This is an optimization exercise on Yosys and OpenROAD, whose aim is small area, not a production implementation. Function was checked by simulation only, so behaviour that the tests miss may differ from the original. No driver is modelled on the clock port, so clocking that relies on it looks cheaper here than on a real chip. Power figures rest on the tool's default switching activity, not on a simulated workload.

build 26:
==> flow/design.v (excerpt) <==
module exercise2 (
		input logic CLOCK_50_I,
		input logic[3:0] PUSH_BUTTON_I,
		input logic[17:0] SWITCH_I,
		output logic[13:0] SEVEN_SEGMENT_N_O,
		output logic[8:0] LED_GREEN_O
);
localparam logic [3:0] PEND = 4'd15;
localparam logic [15:0] LO_F = 16'd40290;    
localparam logic [5:0]  LO_RESET = 6'd34;
localparam logic [15:0] HI_F = 16'd14790;    
localparam logic [6:0]  HI_RESET = 7'd33;
logic resetn;
logic [5:0] lo;
logic [6:0] hi;
logic [3:0] deb [3:0];
logic [3:0] led_green;
logic [3:0] units;
logic [2:0] tens;
logic stop_count, direction;
logic sample_tick, event_slot, count_tick;
logic [3:0] press;
logic at59, at00, at_limit;
assign resetn = ~SWITCH_I[17];
assign sample_tick = (lo & 6'b101011) == 6'b000000;
assign event_slot  = (lo & 6'b101110) == 6'b000000;
assign count_tick  = ((lo & 6'b111010) == 6'b000000) && ((hi & 7'b1111010) == 7'b0110000);
always_ff @ (posedge CLOCK_50_I or negedge resetn) begin
	if (resetn == 1'b0) begin
		lo <= LO_RESET;
		hi <= HI_RESET;
	end else begin
		lo <= {lo[4:0], LO_F[{lo[5], lo[3], lo[1], lo[0]}]};
		if (sample_tick)
			hi <= {hi[5:0], HI_F[{hi[6], hi[4], hi[1], hi[0]}]};
	end
end
genvar gi;
generate
for (gi = 0; gi < 4; gi = gi + 1) begin : g_deb
	always_ff @ (posedge CLOCK_50_I or negedge resetn) begin
		if (resetn == 1'b0) begin
			deb[gi] <= 4'd0;
		end else if (sample_tick) begin
			if (~PUSH_BUTTON_I[gi])
				deb[gi] <= (deb[gi] == 4'd0) ? PEND : 4'd10;
			else if (deb[gi] == PEND)
				deb[gi] <= 4'd9;
			else if (deb[gi] != 4'd0)
				deb[gi] <= deb[gi] - 4'd1;
		end
	end
	assign press[gi] = event_slot && (deb[gi] == PEND);
end
endgenerate
assign at59 = (tens == 3'd5) && (units == 4'd9);
assign at00 = (tens == 3'd0) && (units == 4'd0);
assign at_limit = (at59 && !direction) || (at00 && direction);
always_ff @ (posedge CLOCK_50_I or negedge resetn) begin
	if (resetn == 1'b0) begin
		led_green <= 4'h0;
		stop_count <= 1'b0;
		direction <= 1'b0;
	end else begin
		led_green <= led_green ^ press;
		if (press[0])
			stop_count <= ~stop_count;
		else if (at_limit)
  ...
Settings: LEC_CHECK=0, CAP_MARGIN=20, CORE_MARGIN=2, CORE_UTILIZATION=60, SLEW_MARGIN=20; clock period 5.0 ns.
standard.sh (not shown) runs the stock make flow with config.mk's settings and CLKGATE_MAP_FILE= SYNTH_SCRIPT=/design/flow/synth_recipe.tcl, a recipe that flattens the netlist after the stock synthesis.
==> flow/flow/run.sh <==
#!/bin/bash
# Own layout flow: the standard ORFS flow (standard.sh) with changes that
# only affect how the layout is built, not what it is measured against:
#  * synthesis is the standard one (synth_recipe.tcl: same registers, names and
#    flip-flop cells), except that adders are not pre-mapped to ha/fa cells
#    and ABC maps the combinational logic with an area script (flow/area.abc);
#  * port buffers are sky130_fd_sc_hd__buf_1;
#  * clock tree synthesis uses the arguments in flow/cts_args.txt.
# Each tool's full output is kept in the ORFS logs and in flow_make.log.
set -euo pipefail
W=$(pwd)
F=$W/flow
cp standard.sh flow_standard_copy.log
sed -e "s|^source \$::env(SCRIPTS_DIR)/synth_preamble.tcl|&\nset abc_args [lreplace \$abc_args 1 1 $F/area.abc]|" \
    "$FLOW_HOME/scripts/synth.tcl" > "$W/own_synth_core.tcl"
sed -e "s|\$::env(SCRIPTS_DIR)/synth.tcl|$W/own_synth_core.tcl|" synth_recipe.tcl > "$W/own_synth.tcl"
grep -q "area.abc" "$W/own_synth_core.tcl"
grep -q "own_synth_core" "$W/own_synth.tcl"
export BUFFER_PORTS_ARGS="-buffer_cell sky130_fd_sc_hd__buf_1"
export CTS_ARGS="$(cat $F/cts_args.txt)"
bash standard.sh SYNTH_SCRIPT="$W/own_synth.tcl" ADDER_MAP_FILE= finish > "$W/flow_make.log" 2>&1
test -f out/final.def
==> flow/flow/area.abc <==
strash
&get -n
&deepsyn -I 4 -J 50
&put
&get -n
&dch -f
&nf -a -R 1000
&put
topo
==> flow/flow/cts_args.txt <==
-sink_clustering_enable -repair_clock_nets -dont_use_dummy_load -root_buf sky130_fd_sc_hd__clkbuf_4 -buf_list sky130_fd_sc_hd__clkbuf_4
Build 26: no failed stages, no open violations at the end
## Diff of input files: build 98 against build 26
- GPL_TIMING_DRIVEN: unset -> 0
-- flow/flow/run.sh --
<<< build 26, line 7
#  * port buffers are sky130_fd_sc_hd__buf_1;
#  * clock tree synthesis uses the arguments in flow/cts_args.txt.
# Each tool's full output is kept in the ORFS logs and in flow_make.log.
>>> build 98, line 7
#  * port buffers are sky130_fd_sc_hd__buf_1;
#  * the clock: if flow/clkbufs.txt exists ("K cell"), just before CTS the
#    clock sinks are split by position into K groups, each driven by its own
#    clock buffer at the group's centroid (flow/clkbufs.tcl), and TritonCTS
#    then has nothing left to do; otherwise CTS runs with flow/cts_args.txt.
# Each tool's full output is kept in the ORFS logs and in flow_make.log.
<<< build 26, line 18
grep -q "own_synth_core" "$W/own_synth.tcl"
export BUFFER_PORTS_ARGS="-buffer_cell sky130_fd_sc_hd__buf_1"
export CTS_ARGS="$(cat $F/cts_args.txt)"
bash standard.sh SYNTH_SCRIPT="$W/own_synth.tcl" ADDER_MAP_FILE= finish > "$W/flow_make.log" 2>&1
>>> build 98, line 21
grep -q "own_synth_core" "$W/own_synth.tcl"
export OWN_FLOW_DIR=$F
export BUFFER_PORTS_ARGS="-buffer_cell sky130_fd_sc_hd__buf_1"
if [[ -f $F/clkbufs.txt ]]; then
  export PRE_CTS_TCL=$F/clkbufs.tcl
  export CTS_ARGS="-sink_clustering_enable -repair_clock_nets -dont_use_dummy_load"
else
  export CTS_ARGS="$(cat $F/cts_args.txt)"
fi
bash standard.sh SYNTH_SCRIPT="$W/own_synth.tcl" ADDER_MAP_FILE= finish > "$W/flow_make.log" 2>&1
==> flow/flow/clkbufs.tcl (new file) <==
# Split the clock sinks into K groups by position and drive each group from
# its own clock buffer placed at the group's centroid; the clock port then
# feeds only these K buffers.
proc own_clock_buffers {K cell} {
  set block [ord::get_db_block]
  set dbu [$block getDbUnitsPerMicron]
  set sinks {}
  foreach pin [get_pins -of_objects [get_nets CLOCK_50_I]] {
    if {[get_property $pin direction] != "input"} { continue }
    set inst [[sta::sta_to_db_pin $pin] getInst]
    set b [$inst getBBox]
    lappend sinks [list [expr {([$b xMin] + [$b xMax]) / 2}] [expr {([$b yMin] + [$b yMax]) / 2}] $pin]
  }
  set n [llength $sinks]
  set xs [lsort -integer [lmap s $sinks {lindex $s 0}]]
  set ys [lsort -integer [lmap s $sinks {lindex $s 1}]]
  set axis [expr {([lindex $xs end] - [lindex $xs 0]) >= ([lindex $ys end] - [lindex $ys 0]) ? 0 : 1}]
  set sinks [lsort -integer -index $axis $sinks]
  for {set k 0} {$k < $K} {incr k} {
    set first [expr {$k * $n / $K}]
    set last [expr {($k + 1) * $n / $K - 1}]
    set grp [lrange $sinks $first $last]
    set sx 0; set sy 0; set pins {}
    foreach s $grp { incr sx [lindex $s 0]; incr sy [lindex $s 1]; lappend pins [lindex $s 2] }
    set cx [expr {double($sx) / [llength $grp] / $dbu}]
    set cy [expr {double($sy) / [llength $grp] / $dbu}]
    insert_buffer -buffer_cell $cell -net CLOCK_50_I -load_pins $pins \
      -location [list $cx $cy] -buffer_name clkbuf_own_$k -net_name clknet_own_$k
  }
}

# K and the buffer cell come from flow/clkbufs.txt
set own_clk_cfg [split [string trim [read [open $::env(OWN_FLOW_DIR)/clkbufs.txt]]]]
own_clock_buffers [lindex $own_clk_cfg 0] [lindex $own_clk_cfg 1]
Notes after the runs:
Aggregate routed wire length: build 98 better than build 26. Relative to build 26, the power measured on build 98 has decreased slightly. Per the comparison of build 98 with build 26, part of the total power dissipated in combinational logic about even, average via count per standard cell fell 0.65%, final critical-path required period fell 0.049 ns, core utilization rose 0.48 points, number of multi-input logic gates about even. Changes observed in build 98 relative to build 26: HPWL after detailed placement decreased 160 um; global-route usage decreased 1.3 points.
Input-level comparison between build 83 and build 98:
==> flow/flow/clkbufs.txt (new file) <==
4 sky130_fd_sc_hd__clkbuf_4
==> comparison <==
Build 98 was routed with more vias than build 83. Compared to build 98, the router laid down less metal wire for build 83. Power went down by a few percent going from build 98 to build 83. Comparing build 83 with build 98, the total area of multi-input combinational cells came out essentially unchanged.
[inputs] build 37 vs build 83
-- flow/flow/run.sh --
<<< build 83, line 6
#    and ABC maps the combinational logic with an area script (flow/area.abc);
#  * port buffers are sky130_fd_sc_hd__buf_1;
#  * the clock: if flow/clkbufs.txt exists ("K cell"), just before CTS the
>>> build 37, line 6
#    and ABC maps the combinational logic with an area script (flow/area.abc);
#  * port buffers are sky130_fd_sc_hd__buf_1, and buffers from synthesis are
#    removed at floorplan (REMOVE_ABC_BUFFERS);
#  * the clock: if flow/clkbufs.txt exists ("K cell"), just before CTS the
<<< build 83, line 23
export BUFFER_PORTS_ARGS="-buffer_cell sky130_fd_sc_hd__buf_1"
if [[ -f $F/clkbufs.txt ]]; then
>>> build 37, line 24
export BUFFER_PORTS_ARGS="-buffer_cell sky130_fd_sc_hd__buf_1"
# drop the buffers synthesis put between ports at floorplan, as the
# timing-driven placement would otherwise do
export REMOVE_ABC_BUFFERS=1
if [[ -f $F/clkbufs.txt ]]; then
Results
Compared with build 83, build 37 shows a higher average via count per standard cell. The highest attainable clock frequency of build 37 and that of build 83 are within noise of each other. Against build 83, build 37 reports a ratio of cells with drive above 1 in the final layout that is lower. Post-route clock period utilization essentially unchanged between build 37 and build 83. Total length of routed wires grows slightly when moving from build 83 to build 37. Between build 37 and build 83, final cell count without fillers is lower for build 37, build 83 comes in above that.

-- afterwards: timing with drivers on the ports --
Ports are ideal in the flow. The routed layouts listed here were re-timed in OpenROAD. Step 1, drivers: a clkbuf_16 drives CLOCK_50_I and a buf_2 each remaining input, both assumed. Step 2 adds t to the input delays and takes it off the output delays; t is the mean of the earliest and latest rising clock arrival at the registers after step 1. Input paths then give back, and output paths get back, about the clock's delay inside the block. a / b / c = ideal / step 1 / step 2; a / b = the first two.
| run | t, ns | setup WS [ns] | latest minus earliest clock arrival (ns) |
|---|---|---|---|
| build 26 | 0.361 | 2.224 / 2.203 / 2.564 | 0.010 / 0.010 |
| build 98 | 0.357 | 2.274 / 2.252 / 2.610 | 0.015 / 0.015 |
| build 83 | 0.204 | 2.446 / 2.405 / 2.609 | 0.014 / 0.013 |
| build 37 | 0.208 | 2.449 / 2.409 / 2.614 | 0.012 / 0.013 |
After both steps setup and hold are still met in every run listed.
